Context: an optimization exercise on an open-source flow, tuned for small area and a short achievable clock period. The choices shown serve that exercise and are no tape-out recipe. Function was checked by simulation only, so behaviour that the tests miss may differ from the original. Power figures rest on the tool's default switching activity, not on a simulated workload.

==> flow/design.v (outline; a module is shown in full before it is edited, if it fits) <==
// module float_adder: 79 lines
// module float_mult: 689 lines
// module float_comp: 17 lines
// module float2int: 11 lines
// module int2float: 25 lines
// module float_ops: 25 lines
module float_ops(
	input         clk,
	input         rst_n,
	input  [31:0] add_a,
	input  [31:0] add_b,
	output [31:0] add_out,
	input  [31:0] mul_a,
	input  [31:0] mul_b,
	output [31:0] mul_out,
	input  [31:0] cmp_a,
	input  [31:0] cmp_b,
	output        cmp_gt,
	output        cmp_eq,
	output        cmp_lt,
	input  [31:0] f2i_in,
	output [31:0] f2i_out,
	input  [31:0] i2f_in,
	output [31:0] i2f_out
);
  // ...
==> flow/run.sh <==
#!/bin/bash
# synth_recipe.tcl (not shown) runs the flow's synth.tcl, then flattens the netlist and writes it again
# the make line also repeats each setting of config.mk as NAME=value (left out here)
make -C /OpenROAD-flow-scripts/flow DESIGN_CONFIG=/design/flow/config.mk WORK_HOME=/design/flow/orfs CLKGATE_MAP_FILE= SYNTH_SCRIPT=/design/flow/synth_recipe.tcl finish
==> flow/config.mk <==
export PLATFORM = sky130hd
export DESIGN_NAME = float_ops
export DESIGN_NICKNAME = float_ops
export VERILOG_FILES = /design/flow/design.v
export SDC_FILE = /design/flow/constraint.sdc
export NUM_CORES = 4
export LEC_CHECK = 0
export CAP_MARGIN = 20
export CORE_MARGIN = 2
export CORE_UTILIZATION = 40
export SLEW_MARGIN = 20
==> flow/constraint.sdc <==
create_clock -name core_clock -period 10.0 [get_ports {clk}]
set_input_delay 2.0000 -clock core_clock [delete_from_list [all_inputs] [get_ports {clk}]]
set_output_delay 2.0000 -clock core_clock [all_outputs]
set_load 0.01 [all_outputs]
==> impl_metrics.toml, run 1 <==
[placed_design]
place_inst = 5958
post-place-ws_ps = 2280
place_congestion = 0.953

[flow_run]
drv_cap = 0

[setup_path]
worst-path-buf-inv = 3
critPathKind = "in2reg"
reg2reg_depth = 23
r2r_slack_ps = 3540
slowest_stage = "nand3_1"
worstSetupStartpointType = "primary input"

[detailed_routing]
viasPerCell = 5.64
drt_iter0_drc = 2920
wl_met2_um = 55600
wl_met1_um = 56000
vias = 34124

[finish]
area.sequential_um2 = 7870
final-nonclk-buf-share_pct = 9.84
layout-drive-gt1-share_pct = 6.40
layoutNonFillerInstCount = 6049
sh_seq_area_pct = 17.4
fin_util_pct = 46.9
fillers = 9432

[power_and_ir_drop]
vdd_drop_max_mv = 0.160
p_total_w = 0.0107
p_comb_w = 0.00653
p_int_w = 0.00599
switching_share_pct = 44.0
switchingPower_w = 0.00471

[logic_synthesis]
synth_edf_count = 0
synth_top_family_by_area = "adder cells"
synth_seq_area_share_pct = 20.3
synthTopCellsByArea = "dfxtp_1 (20%), fa_1 (13%), ha_1 (8.0%), xnor2_1 (7.1%), a22oi_1 (5.4%)"

[timing]
finalHoldViolCount = 0
min_period_ps = 7000
layout_setup_ws_ps = 3000

[clock_network]
cts_setup_buffers = 0
cts.path.max_buffers = 3

[status]
status = "timing/DRC/antenna clean"

[die]
coreArea_um2 = 96300

[global_routing]
grt_antenna_before_repair = 13

[hold_path]
worstHoldPathType = "reg2reg"
==> inputs of run 2 (changes only) <==
--- a/flow/config.mk
+++ b/flow/config.mk
@@ -8,4 +8,6 @@
 export CAP_MARGIN = 20
 export CORE_MARGIN = 2
-export CORE_UTILIZATION = 40
+export CORE_UTILIZATION = 60
+export PLACE_DENSITY = 0.7
+export SETUP_SLACK_MARGIN = 5
 export SLEW_MARGIN = 20
==> run 2 against run 1 <==
  * Still clean on timing, DRC and antenna
  * Clock skew fell by 5.1 ps
  * Register-to-register slack better by 1600 ps
  * Combinational power rose by 7.8%
  * Critical path depth rose by 11
  * Total power rose by 4.1%
  * Sequential cell count unchanged
  * Via count grew 7.3%
  * Maximum frequency is 20% higher
  * First-iteration DRC count rose by 52%
  * Clock power is 3% lower
==> impl_metrics.toml, run 2 <==
[status]
status = "timing/DRC/antenna clean"

[clock_network]
cts_tree = "yes"
path_clk_slew_ps = 60
cts-buffers-inserted = 45
cts_root_buf = "clkbuf_16"
cts_htree_levels = 2
clock_latency_ps = 610
cts.path.max_buffers = 3
cts_num_sinks = 393
cts_hold_buf = 0

[global_routing]
grt_pass1_vias = 35025
grt_antenna_before_repair = 10
use_met2_pct = 58.3
grt_max_degree = 71
track_usage_pct = 36.5
grt_use_met3_pct = 8.43
grt_first_pass_wirelength_um = 194000
grt_overflow_total = 0
gr-usage-met1_pct = 47.2
gr-max-usage-layer = "met2"

[timing]
post-route-period-util_pct = 58.4
rsz0062_at_grt = "yes"
maxSlewViolCount = 0
hold_ws_ps = 317
finClkSkew_ps = 23.4
tightest_slew_ps = 1240
relSlewSlack_pct = 16.8
min_period_ps = 5840
fin_setup_tns_ps = 0
fmax_ghz = 0.171
setup_viol = 0
finalHoldViolCount = 0
layout_setup_ws_ps = 4160

[finish]
biggestRegsByFlops = "u_mul.ra1 (41), u_mul.rb1 (41), u_f2i.int_out (32)"
final_nets = 5669
fin_util_pct = 74.5
fillers = 4809
layout-drive-gt1-share_pct = 14.9
mostFrequentLayoutCell = "inv_1"
area_growth_pct = 23.4
mostFrequentLayoutCells = "inv_1 (436), dfxtp_1 (386), xnor2_1 (306)"

[detailed_routing]
wire_per_inst_um = 22.2
dr.pass1.iters = 7
drt_iter0_drc = 4443
viasPerCell = 6.31
ant_nets = 0
routed_wl_um = 129000
remaining_drc_errors = 0
vias = 36610

[die]
row_count = 93
die-area_um2 = 66500
die_w_um = 258
ioPinCount = 389
die_h_um = 258
coreArea_um2 = 64100
initial_core_util_pct = 60.3

[power_and_ir_drop]
p_leak_nw = 20.5
power_density_nw_per_um2 = 233
vdd_drop_max_mv = 0.201

[setup_path]
worst_setup_path_end_kind = "flop"
cp_max_fo = 5
cp_data_arrival_time_ps = 6330
r2r_slack_ps = 5130
worstSetupStartpointType = "primary input"
critPathKind = "in2reg"
required_ps = 10480

[logic_synthesis]
synth_seq_area_share_pct = 20.3
syn_inst = 4538
ys_warn_count = 5
synthTopCellsByArea = "dfxtp_1 (20%), fa_1 (13%), ha_1 (8.0%), xnor2_1 (7.1%), a22oi_1 (5.4%)"
synth_ff_type = "dfxtp_1"
yosys.cell_types.count = 89
yosysMostFrequentCell = "inv_1"
synthArstFlopShare_pct = 0
synth_top_area_share_pct = 20.3
syn_avg_cell_area_um2 = 8.53
synth_common_cells = "inv_1 (462), dfxtp_1 (393), xnor2_1 (313)"
synth_edf_count = 0
syn_nets = 5304
ys_ff_latch = 393
syn-cell-area_um2 = 38700
synth_area_leader_cell = "dfxtp_1"

[placed_design]
hpwl_um = 86500
portBuffers = 387
place_congestion = 0.991
post-place-ws_ps = 2310

[hold_path]
worstHoldPathType = "reg2reg"

[flow_run]
drv_cap = 0
run 2: cell types whose count changed in the layout (fill, tap and decap cells not counted), sizes merged, moves of 9 or more:
cell	delta
buf	+188
clkdlybuf4s50	-99
clkbuf	+27
dlygate4sd2	+19
dlymetal6s2s	+16
clkdlybuf4s15	+9
clkinvlp	+9
run 2: logic make-up after synthesis:
logic type / after synthesis / synth area share [%]
and+or+nand+nor: 974 / 12.2
adders and majority gates: 509 / 21.5
DFF: 393 / 20.3
xor gates and xnor gates: 446 / 10.1
muxes: 250 / 7.84
buffers and inverters: 794 / 7.82
AOI/OAI and AO/OA: 1172 / 20.2
run 2: final cells by class:
cell class | count | area (um2) | share of cell area (%)
Multi-Input combinational cell | 3358 | 29300 | 61.4
Sequential cell | 393 | 7890 | 16.5
Timing Repair Buffer | 629 | 6040 | 12.7
Inverter | 474 | 1860 | 3.90
Clock buffer | 56 | 1230 | 2.57
Tap cell | 855 | 1070 | 2.24
Clock inverter | 27 | 324 | 0.679
Timing Repair inverter | 2 | 16.3 | 0.0341
Antenna cell | 5 | 12.5 | 0.0262
run 2: worst paths after layout:
check | depth (start not counted) | startpoint | endpoint
setup / recovery | 27 | f2i_in[17] | u_f2i.int_out[11]
hold / removal | 0 | u_add.bz0 | u_add.bz1
setup reg to reg | 10 | u_mul.neg[4] | u_mul.rb1[13]
hold reg to reg | 0 | u_add.bz0 | u_add.bz1
run 2: critical path: stages:
cell,delay [ps]
buf_2,150
mux4_2,510
mux4_2,510
a22oi_2,210
o22ai_2,100
buf_4,150
buf_4,130
buf_4,120
buf_4,130
buf_4,120
buf_4,120
buf_4,130
buf_4,120
buf_4,130
buf_6,120
buf_4,130
buf_4,130
buf_4,150
buf_4,170
buf_4,140
buf_4,140
buf_4,130
buf_4,120
buf_4,120
buf_6,110
buf_6,110
xnor2_4,110
run 2: metrics by stage:
step	instances	instance area (um2)	total power, W
6_report	5799	47700	0.0111
5_1_grt	5798	47700	0.0120
4_1_cts	5737	46500	0.0109
3_5_place_dp	5535	43100	0.00893
3_3_place_gp	5535	43100	0.00875
2_1_floorplan	4538	38900	0.00669
run 2: where the power goes:
| part | internal, W | switching [W] | leakage [nW] | total [W] |
|---|---|---|---|---|
| Sequential | 0.00212 | 0.000262 | 3.29 | 0.00238 |
| Combinational | 0.00306 | 0.00398 | 16.5 | 0.00704 |
| Clock | 0.000995 | 0.000725 | 0.739 | 0.00172 |
run 2: repair_timing:
action / 4_1_cts / 5_1_grt
endpoints found under the setup margin: 160 / 97
pin swaps: 91 / 81
buffers inserted: 106 / 49
gates cloned: 13 / 8
gates resized for setup: 405 / 227
run 2: per-layer routing:
layer | vias up | part of all wire (%)
li1 | 16544 | -
met1 | 17195 | 39
met2 | 2317 | 45
met3 | 546 | 11
met4 | 8 | 5.5
met5 | - | 0.040
==> inputs of run 3 (changes only) <==
--- a/flow/config.mk
+++ b/flow/config.mk
@@ -8,6 +8,7 @@
 export CAP_MARGIN = 20
 export CORE_MARGIN = 2
-export CORE_UTILIZATION = 60
-export PLACE_DENSITY = 0.7
+export CORE_UTILIZATION = 40
 export SETUP_SLACK_MARGIN = 5
 export SLEW_MARGIN = 20
+export SYNTH_HIERARCHICAL = 1
+export SYNTH_MINIMUM_KEEP_SIZE = 0
==> run 3 against run 2 <==
  * Sequential power is 2% higher
  * Area after synthesis is 4.4% higher
  * Sequential share of layout area hardly changed
  * Worst setup slack better by 890 ps
  * Hold slack better by 7.8 ps
  * Total power is 4.8% higher
  * Cell count is 8.6% higher
  * Clock skew is 9.0 ps lower
  * Wire length is 5.6% higher
  * Sequential cell count stayed put
==> impl_metrics.toml, run 3 <==
[timing]
hold_ws_ps = 325
tightest_slew_ps = 1120
setup_viol = 0
post-route-period-util_pct = 49.5
rsz0062_at_grt = "yes"
maxSlewViolCount = 0
finalHoldViolCount = 0
fin_setup_tns_ps = 0
fmax_ghz = 0.202
relSlewSlack_pct = 25.5
min_period_ps = 4950
finClkSkew_ps = 14.4
layout_setup_ws_ps = 5050

[logic_synthesis]
yosys.cell_types.count = 123
ys_ff_latch = 393
ys_warn_count = 11
syn_inst = 4745
synthTopCellsByArea = "dfxtp_1 (19%), fa_1 (13%), ha_1 (7.7%), xnor2_1 (6.5%), a22oi_1 (5.1%)"
synth_top_area_share_pct = 19.5
syn_avg_cell_area_um2 = 8.51
synthArstFlopShare_pct = 0
synth_seq_area_share_pct = 19.5
synth_area_leader_cell = "dfxtp_1"
syn-cell-area_um2 = 40400
yosysMostFrequentCell = "inv_1"
synth_edf_count = 0
synth_ff_type = "dfxtp_1"
synth_common_cells = "inv_1 (475), dfxtp_1 (393), nand2_1 (319)"
syn_nets = 5511

[finish]
fillers = 9656
mostFrequentLayoutCells = "inv_1 (471), dfxtp_1 (391), clkdlybuf4s50_1 (359)"
final_nets = 5728
area.sequential_um2 = 7870
layout-drive-gt1-share_pct = 9.50
area_growth_pct = 18.2
layoutNonFillerInstCount = 6299
mostFrequentLayoutCell = "inv_1"
biggestRegsByFlops = "u_mul.ra1 (41), u_mul.rb1 (41), u_f2i.int_out (32)"
multi_input_area_um2 = 29900

[global_routing]
grt_overflow_total = 0
grt_first_pass_wirelength_um = 208000
grt_antenna_before_repair = 10
track_usage_pct = 25.6
grt_max_degree = 73
grt_pass1_vias = 34958

[power_and_ir_drop]
vdd_drop_max_mv = 0.169
p_total_w = 0.0117
power_density_nw_per_um2 = 245
p_leak_nw = 19.9

[placed_design]
place_congestion = 0.950
hpwl_um = 101000
place_inst = 6180
post-place-ws_ps = 3190
portBuffers = 387

[setup_path]
worstSetupStartpointType = "primary input"
critPathKind = "in2reg"
cp_data_arrival_time_ps = 5460
required_ps = 10500
r2r_slack_ps = 5190
cp_max_fo = 21
worst_setup_path_end_kind = "flop"

[flow_run]
drv_cap = 0

[detailed_routing]
remaining_drc_errors = 0
routed_wl_um = 136000
viasPerCell = 5.77
drt_iter0_drc = 3241
ant_nets = 0
wire_per_inst_um = 21.6
vias = 36369
dr.pass1.iters = 6

[clock_network]
cts-buffers-inserted = 48
path_clk_slew_ps = 60
cts.path.max_buffers = 3
clock_latency_ps = 640
cts_htree_levels = 2
cts_tree = "yes"
cts_hold_buf = 0
cts_num_sinks = 393
cts_root_buf = "clkbuf_16"

[hold_path]
worstHoldPathType = "reg2reg"

[die]
initial_core_util_pct = 40.3
die-area_um2 = 104000
die_h_um = 322
ioPinCount = 389
coreArea_um2 = 100000
row_count = 116
die_w_um = 322

[status]
status = "timing/DRC/antenna clean"
[run 3: cells by family (layout without fill, tap and decap cells)]
logic type	count (synthesis)	count (layout)	synth area share, %
AOI/OAI and AO/OA	1215	1216	20.8
and+or+nand+nor	1084	1084	13.4
buffers and inverters	820	1072	8.08
adders and majority gates	508	508	20.6
xor gates and xnor gates	451	451	9.78
DFF	393	393	19.5
muxes	274	274	7.88
other	0	3	0
[run 3: what timing repair did]
action | CTS | global route
endpoints found under the setup margin | 82 | 75
cloned | 4 | 2
buffers inserted | 12 | 12
pin swaps | 5 | 7
resized for setup | 72 | 102
[run 3: path summary, 6_finish.rpt]
| kind | start | endpoint | cells past startpoint |
|---|---|---|---|
| min | u_mul.e0[1] | u_mul.e1[1] | 0 |
| min reg2reg | u_mul.e0[1] | u_mul.e1[1] | 0 |
| max | i2f_in[27] | u_i2f.f_e[3] | 14 |
| max reg2reg | u_add.d0[0] | u_add.r1[26] | 18 |
[run 3: worst max-delay path, cell delays in order]
cell             delay [ps]
clkdlybuf4s50_1         570
nor2b_1                 100
a2bb2oi_2               220
or4b_4                  620
o21a_1                  240
buf_12                  170
clkinvlp_4              120
buf_4                   140
mux2_2                  370
o211a_1                 210
o32ai_1                 130
a211o_2                 280
nand3_1                 110
xnor2_1                 160
[run 3: Yosys stat by module (local to each module, per instance), excerpt]
module       cells inside  flip-flops and latches  copies in the design  cell area, um2
float_adder          1635                     133                     1           12600
float_comp            117                       2                     1             898
float2int             396                      32                     1            3450
float_mult           1953                     194                     1           18900
int2float             644                      32                     1            4470
[run 3: final cells by class]
class,instances,share of cell area (%)
Timing Repair inverter,4,0.0577
Antenna cell,3,0.0157
Inverter,490,3.91
Multi-Input combinational cell,3533,62.6
Sequential cell,393,16.5
Timing Repair Buffer,492,9.89
Clock inverter,26,0.865
Tap cell,1298,3.40
Clock buffer,60,2.78
[run 3: where the power goes]
part | switching (W) | internal, W
sequential | 0.000295 | 0.00213
clock | 0.000750 | 0.00118
combinational | 0.00421 | 0.00311
[run 3: through the flow]
stage,area (um2),util [%]
after detailed placement,45100,45.0
after global routing,47700,47.7
after floorplan,40400,-
after CTS,47200,47.1
after global placement,45100,45.0
final,47700,47.7
[run 3: layer usage]
layer,share of wire (%),track usage (%)
met1,44,35.3
met5,0.0096,0
met2,45,40.5
met3,7.6,4.33
met4,3.2,8.26
==> inputs of run 4 (changes only) <==
==> flow/flow/run.sh (new file) <==
#!/bin/bash
set -euo pipefail
export SETUP_SLACK_MARGIN=6
export BUFFER_PORTS_ARGS="-buffer_cell sky130_fd_sc_hd__buf_1"
bash standard.sh finish > standard_flow.log 2>&1
==> flow/standard.sh (new file) <==
#!/bin/bash
# synth_recipe.tcl (not shown) runs the flow's synth.tcl, then flattens the netlist and writes it again
# the make line also repeats each setting of config.mk as NAME=value (left out here)
make -C /OpenROAD-flow-scripts/flow DESIGN_CONFIG=/design/flow/config.mk WORK_HOME=/design/flow/orfs CLKGATE_MAP_FILE= SYNTH_SCRIPT=/design/flow/synth_recipe.tcl "${@:-finish}"
--- a/flow/config.mk
+++ b/flow/config.mk
@@ -9,5 +9,4 @@
 export CORE_MARGIN = 2
 export CORE_UTILIZATION = 40
-export SETUP_SLACK_MARGIN = 5
 export SLEW_MARGIN = 20
 export SYNTH_HIERARCHICAL = 1
removed: flow/run.sh
==> run 4 against run 3 <==
  * Area after synthesis unchanged
  * Cell area increased by 7.6%
  * Maximum frequency increased by 9.1%
  * Utilization increased by 3.6 points
  * Worst setup slack improved by 410 ps
  * First-iteration DRC count increased by 7.1%
  * Register-to-register slack improved by 480 ps
  * Largest cell class unchanged
  * Highest routed layer unchanged
==> impl_metrics.toml, run 4 <==
[status]
status = "timing/DRC/antenna clean"

[setup_path]
r2r_slack_ps = 5670
cp_max_fo = 5
cp_cell_sequence = "buf_12, or4_4, or4_4, or2_4, buf_12, o31ai_4, xor2_2, mux2i_1, mux2i_1, buf_4, buf_4, a21oi_1, a311o_1"
path_delay_family = "simple AND/OR/NAND/NOR gates"
cp_data_arrival_time_ps = 5050
slowest_stage = "or4_4"
required_ps = 10510
reg2reg_depth = 16
r2r-end = "u_add.r1[26]"
cp_slowest_stage_delay_ps = 530
r2r-start = "u_add.d0[0]"
worst-path-buf-inv = 4
critPathKind = "in2reg"
worstSetupStartpointType = "primary input"
startpoint = "i2f_in[4]"
worst_setup_path_end_kind = "flop"

[timing]
setup_viol = 0
fmax_ghz = 0.220
finClkSkew_ps = 24.2
post-route-period-util_pct = 45.4
fin_setup_tns_ps = 0
relSlewSlack_pct = 16.9
maxSlewViolCount = 0
min_period_ps = 4540
tightest_slew_ps = 1250
finalHoldViolCount = 0
rsz0062_at_grt = "yes"

[detailed_routing]
route.top_layer_used = "met5"
wl_met2_um = 64900
wire_per_inst_um = 22.1
dr.pass1.iters = 6
ant_nets = 0
routed_wl_um = 144000
wl_met1_um = 61300
remaining_drc_errors = 0
vias = 38137
drt_iter0_drc = 3472
wl_met3_um = 13100
viasPerCell = 5.85

[clock_network]
cts_tree = "yes"
cts.path.max_buffers = 3
cts-buffers-inserted = 49
cts_root_buf = "clkbuf_16"
cts_htree_levels = 2
cts_num_sinks = 393
clock_latency_ps = 640
path_clk_slew_ps = 60

[power_and_ir_drop]
p_leak_nw = 21.0
p_total_w = 0.0121
vdd_drop_max_mv = 0.202
power_density_nw_per_um2 = 236

[logic_synthesis]
synthArstFlopShare_pct = 0
syn_inst = 4745
ys_warn_count = 11
ys_ff_latch = 393
synthTopCellsByArea = "dfxtp_1 (19%), fa_1 (13%), ha_1 (7.7%), xnor2_1 (6.5%), a22oi_1 (5.1%)"
syn_nets = 5511
syn-cell-area_um2 = 40400
synth_top_area_share_pct = 19.5
synth_ff_type = "dfxtp_1"
synth_common_cells = "inv_1 (475), dfxtp_1 (393), nand2_1 (319)"
yosysMostFrequentCell = "inv_1"
synth_edf_count = 0
synth_seq_area_share_pct = 19.5
synth_area_leader_cell = "dfxtp_1"
syn_avg_cell_area_um2 = 8.51
yosys.cell_types.count = 123

[flow_run]
drv_cap = 0

[global_routing]
grt_max_degree = 56
grt_pass1_vias = 37152
track_usage_pct = 26.5
grt_overflow_total = 0
grt_first_pass_wirelength_um = 217000
grt_antenna_before_repair = 12

[hold_path]
min_to = "u_mul.e1[6]"
hp-start = "u_mul.e0[6]"
worstHoldPathType = "reg2reg"
whs_path_depth = 0

[die]
die_h_um = 322
ioPinCount = 389
initial_core_util_pct = 40.3
die_w_um = 322
die-area_um2 = 104000
coreArea_um2 = 100000
row_count = 116

[finish]
biggestRegsByFlops = "u_mul.ra1 (41), u_mul.rb1 (41), u_f2i.int_out (32)"
final_nets = 5943
final_cell_area_um2 = 51300
mostFrequentLayoutCell = "inv_1"
layout-drive-gt1-share_pct = 21.7
area_growth_pct = 27.1
fin_util_pct = 51.3
fillers = 9321
mostFrequentLayoutCells = "inv_1 (450), dfxtp_1 (373), buf_1 (322)"
layoutNonFillerInstCount = 6523

[placed_design]
place_area_um2 = 43100
place_inst = 6182
portBuffers = 387
hpwl_um = 99200
place_congestion = 0.960
-- run 4: worst max path at each step --
stage | depth (start not counted) | endpoint | slack [ps]
finish | 13 | u_i2f.f_f[18] | 5460
global route | 13 | u_i2f.f_e[1] | 5390
CTS | 12 | u_i2f.f_e[1] | 5520
detailed placement | 12 | u_i2f.f_e[2] | 2730
global placement | 12 | u_i2f.f_e[2] | 2680
floorplan | 14 | u_i2f.f_e[1] | 5000
-- run 4: worst reg2reg max path, delay by kind of cell, from the launching register on --
family,cells,cell delay (ps)
flip-flops,1,380
buffers and inverters,1,270
AND/OR/NAND/NOR,5,1100
AO/OA/AOI/OAI,7,1340
adder cells (fa/ha/maj),1,340
multiplexers,2,780
-- run 4: per-stage QoR --
stage | setup WS (ps) | hold WS, ps
after floorplan | 5000 | 310
after global placement | 2680 | 312
after detailed placement | 2730 | 314
after CTS | 5520 | 326
after global routing | 5390 | 330
final | 5460 | 325
-- run 4: cell families after synthesis --
logic type	after synthesis	share of synthesized area [%]
flops	393	19.5
xor+xnor	451	9.78
simple gates	1084	13.4
buf+inv	820	8.08
fa+ha+maj	508	20.6
compound gates	1215	20.8
mux	274	7.88
-- run 4: modules after synthesis, one instance, submodules excluded, a selection --
module	flip-flops and latches	times used	cells	cell area (um2)
float_comp	2	1	117	898
float_adder	133	1	1635	12600
float_mult	194	1	1953	18900
float2int	32	1	396	3450
int2float	32	1	644	4470
-- run 4: timing repair --
action	CTS	global route
setup buffers	148	55
pin swaps	148	137
hold buffers	0	0
endpoints found under the setup margin	148	135
gates cloned	24	15
gates resized for setup	583	376
-- run 4: area by class of cell --
| cell class | count | area (um2) | area share, % |
|---|---|---|---|
| multi-input cells | 3539 | 32600 | 63.4 |
| flip-flops and latches | 393 | 7940 | 15.5 |
| repair buffers | 702 | 5520 | 10.8 |
| inverters | 490 | 1950 | 3.81 |
| well taps | 1298 | 1620 | 3.16 |
| clock buffers | 56 | 1320 | 2.56 |
| clock inverters | 35 | 394 | 0.768 |
| diodes | 8 | 20.0 | 0.0390 |
| repair inverters | 2 | 16.3 | 0.0317 |
-- run 4: routing by layer --
| layer | track usage, % | vias up |
|---|---|---|
| met5 | 0 | - |
| met4 | 10.1 | 6 |
| met3 | 5.19 | 340 |
| met2 | 42.1 | 1864 |
| met1 | 35.5 | 18335 |
| li1 | - | 17592 |
-- run 4: report_power, final --
part | total (W) | internal (W) | switching (W)
Sequential | 0.00245 | 0.00213 | 0.000315
Clock | 0.00189 | 0.00111 | 0.000778
Combinational | 0.00778 | 0.00326 | 0.00452

==> port drivers added, routing unchanged <==
The flow's constraints put no driver on any port. The routed layouts listed below were extracted and timed again, unchanged, in two steps. Step 1 (the two cells are an assumption about what drives the block):
set clk [get_ports {clk}]
set_driving_cell -lib_cell sky130_fd_sc_hd__clkbuf_16 $clk
set_driving_cell -lib_cell sky130_fd_sc_hd__buf_2 [delete_from_list [all_inputs] $clk]
Step 2 also shifts input and output timing later by t, the mid clock arrival at the registers, as if the neighbouring blocks saw the same clock. Slacks: no drivers / after step 1 / after step 2; pairs: no drivers / after step 1.
| run | t, ns | slack for setup (ns) | clock arrival spread, ns |
|---|---|---|---|
| run 1 | 0.699 | 2.996 / 3.036 / 2.337 | 0.030 / 0.030 |
| run 2 | 0.659 | 4.157 / 4.058 / 3.399 | 0.025 / 0.025 |
| run 3 | 0.698 | 5.048 / 5.090 / 4.391 | 0.016 / 0.017 |
| run 4 | 0.692 | 5.461 / 5.455 / 4.763 | 0.027 / 0.028 |
After both steps setup and hold are still met in every run listed. The setup slack of run 2, which loses most, moves by -0.099 ns with the drivers and by -0.758 ns with both steps.
